From an optimization exercise on the open Yosys and OpenROAD flow, aimed at small area and a short achievable clock period; shortcuts taken in it are not production practice.
In this exercise RTL edits were held to simulation tests only and were not proved equivalent to the original.
Power and IR drop assume default switching activity.

Setup of harbor:
==> flow/design.v (excerpt) <==
module processor(
      input wire rst_i,
      input wire clk_i,
      input wire [79:0] inst_i,
      input wire [63:0] data_i,
      input wire i_mem_error_i,
      input wire d_mem_error_i,
      output wire write_o,
      output wire [63:0] pc_o,
      output wire [63:0] addr_o,
      output wire [63:0] data_o,
      output wire [63:0] rax_o, rcx_o, rdx_o, rbx_o, rsp_o, rbp_o, rsi_o, rdi_o, r8_o, r9_o, r10_o, r11_o, r12_o, r13_o, r14_o
      );
      localparam [3:0] I_HALT = 4'h0, I_NOP = 4'h1, I_CXX = 4'h2, I_IXX = 4'h3,
                       I_RMMOVQ = 4'h4, I_MRMOVQ = 4'h5, I_OPQ = 4'h6, I_JXX = 4'h7,
                       I_CALL = 4'h8, I_RET = 4'h9, I_PUSHQ = 4'hA, I_POPQ = 4'hB;
      localparam [3:0] NREG = 4'hF, RSP = 4'h4;
      wire clk = clk_i;
      wire rst = rst_i;
      reg  [63:0] F_predPC;
      reg  [63:0] PC;                
      reg  [3:0]  D_icode;
      reg  [3:0]  D_ifun;
      reg  [3:0]  D_srcA, D_srcB, D_dstE, D_dstM;
      reg  [63:0] D_val;             
      reg         D_exc;
      reg  [63:0] E_valA;            
      reg  [63:0] E_aluA;            
      reg  [63:0] E_aluB;            
      reg  [3:0]  E_ifun;
      reg  [3:0]  E_dstE, E_dstM;
      reg         E_exc;
      reg         E_sub, E_and, E_xor, E_arith;   
      reg         E_opq, E_cxx, E_jxx, E_ret, E_load;
      reg         E_wr, E_aE, E_aA;               
      reg         cc_Z, cc_S, cc_O;               
      reg         cc_pend, cc_ofen, cc_ob;        
      reg  [63:0] M_valE, M_valA;
      reg  [3:0]  M_dstE, M_dstM;
      reg         M_exc;
      reg  [63:0] M_addr;            
      reg         M_wr, M_ret;
      reg  [63:0] W_valE, W_valM;
      reg  [3:0]  W_dstE, W_dstM;
      reg         W_exc, W_ret;
      reg  [64*15-1:0] rf;
      wire [63:0] e_valE;            
      wire [63:0] e_valA;
      wire mz = ~|M_valE;
      wire Z_eff = cc_pend ? mz : cc_Z;
      wire S_eff = cc_pend ? M_valE[63] : cc_S;
  ...
Size in the first run: about 7,400 cells after synthesis, ~1,700 flip-flops, roughly 0.080 mm^2 of cells after synthesis.
clock: 8.0 ns
lec_check: 0
cap_margin: 20
core_margin: 2
core_utilization: 65
place_density: 0.75
setup_slack_margin: 4.7
slew_margin: 20
tns_end_percent: 10
standard.sh (not shown) runs the stock make flow with config.mk's settings and CLKGATE_MAP_FILE= SYNTH_SCRIPT=/design/flow/synth_recipe.tcl, a recipe that flattens the netlist after the stock synthesis.
==> flow/flow/run.sh <==
#!/bin/bash
# Own flow: the standard layout, with single-drive buffers on the ports
# instead of the default delay-cell buffers. Each step's output goes to its
# own log in this folder.
set -euo pipefail
bash standard.sh synth > synth.log 2>&1
bash standard.sh 'BUFFER_PORTS_ARGS=-buffer_cell sky130_fd_sc_hd__buf_1' finish > layout.log 2>&1
I/O pin placement (3_2_place_iop): harbor exited with error
#### Input delta (amber over harbor)
Settings: CTS_BUF_LIST: unset -> sky130_fd_sc_hd__clkbuf_8; CORE_UTILIZATION: 65 -> 35; PLACE_DENSITY: 0.75 -> 0.45.
==> results.txt <==
- Of amber and harbor, only harbor never reached the final stage.
- harbor did not finish; a tool error ended it in I/O pin placement (3_2_place_iop).
- Sequential-to-total area share from yosys stat came out exactly the same in amber and harbor.
- Synthesized area per cell: amber vs harbor identical
- Relative to harbor, the die outline width of amber is higher by 130 um.
- Cmp amber and harbor / vertical extent of the die / higher: amber
Input-level comparison between nickel and amber:
Settings: swapping 0.45 for 0.7 in PLACE_DENSITY; swapping 35 for 58 in CORE_UTILIZATION; clearing CTS_BUF_LIST, which used to be sky130_fd_sc_hd__clkbuf_8.
Results
Stage in which a tool error killed nickel: global routing (5_1_grt).
Re compound-cell area share of the yosys netlist: no difference whatsoever between amber and nickel.
The final reports for nickel and amber show routability-driven placement congestion ratio higher in the former.
In nickel the number of placed instances with taps included turned out 11% lower than in amber.
nickel vs. amber: XOR/XNOR share of the synthesized area now sits at about the same level, number of hold buffers added after CTS ~0 delta, maximum buffer depth of the clock tree -1.
Comparing nickel against amber, there is no change at all in number of flops mapped to enable cells by yosys.
Edits applied to the flow inputs when going from nickel to xenon:
Settings: CORE_UTILIZATION: 58 -> 35; SETUP_SLACK_MARGIN: 4.7 -> unset; PLACE_DENSITY: 0.7 -> 0.45; TNS_END_PERCENT: 10 -> unset.
==> results.txt <==
Of nickel and xenon, just one finished clean: xenon. No final results exist for nickel, since it was stopped by error GRT-0116 during global routing (5_1_grt). When the final numbers for nickel and xenon were put side by side, the width of the die turned out to be smaller in nickel. On setup slack after placement, nickel beats xenon. Y dimension of the die on xenon is up relative to nickel. xenon vs nickel, post-placement cell count went up by about 12%. | synthesized area | xenon vs nickel | ≈ equal |. In the tables for nickel and xenon, buffer count from post-CTS setup fixing reads higher with nickel. In xenon relative to nickel, post-DP HPWL had gone up by more than 10%.
Edits applied to the flow inputs when going from xenon to violet:
Settings: SETUP_SLACK_MARGIN: unset -> 4.7; TNS_END_PERCENT: unset -> 10.
### Flow results
| area of all placed cells without fillers | violet vs xenon | worse |
Compared with xenon, violet is the more power-hungry design.
Where worst hold slack is concerned, xenon is better than violet.
Clock skew delta (xenon -> violet): insignificant
Per the comparison of violet with xenon, slack of the critical path went up; minimum clock period went down; global-route wire length before repair went up.

---

processor again, from the RTL that the note above started with.
Settings: LEC_CHECK=0, CAP_MARGIN=20, CORE_MARGIN=2, CORE_UTILIZATION=40, PLACE_DENSITY=0.5, SETUP_SLACK_MARGIN=4.7, SLEW_MARGIN=20, TNS_END_PERCENT=10; clock period 8.0 ns.
Scripts as last shown in full above: flow/flow/run.sh
Next try:
Settings changed: CORE_UTILIZATION 40 to 35, PLACE_DENSITY 0.5 to 0.45, SETUP_SLACK_MARGIN 4.7 to 5.0.
The new run completed with no timing, DRC or antenna violations.
Sequential power stays flat.
Routed wire length climbs by 6.5%.
Clock power drops by 4.6%.

-- re-timing with driven ports --
No port has a modelled driver above. Below, the same layouts with a new extraction and two added sets of constraints. Step 1 sets driving cells, clkbuf_16 on the clock port and buf_2 on the other inputs (assumed; they add their load-dependent delay and slew). Step 2 adds t to the input delays and takes it off the output delays; t is the mean of the earliest and latest rising clock arrival at the registers after step 1. Input paths then give back, and output paths get back, about the clock's delay inside the block. Slacks: ideal / step 1 / step 2; pairs: ideal / step 1.
run	shift t [ns]	slack for setup (ns)	hold slack, ns	worst register clock-pin slew, ns	worst data-port slew with drivers (ns)
amber	1.181	3.896 / 3.896 / 3.119	0.376 / 0.376 / 0.376	0.07 / 0.07	0.33
xenon	0.990	2.201 / 2.201 / 2.201	0.395 / 0.395 / 0.395	0.07 / 0.07	0.22
violet	0.978	3.897 / 3.897 / 3.188	0.378 / 0.378 / 0.378	0.07 / 0.07	0.24
the first run of note 2	0.981	3.805 / 3.805 / 3.305	0.397 / 0.397 / 0.397	0.08 / 0.08	0.29
the second run of note 2	1.006	3.794 / 3.794 / 2.939	0.389 / 0.389 / 0.389	0.07 / 0.07	0.25
After both steps every run listed still meets setup and hold. For the second run of note 2, which loses most, drivers alone change the setup slack by 0.000 ns; drivers and shift together by -0.855 ns.
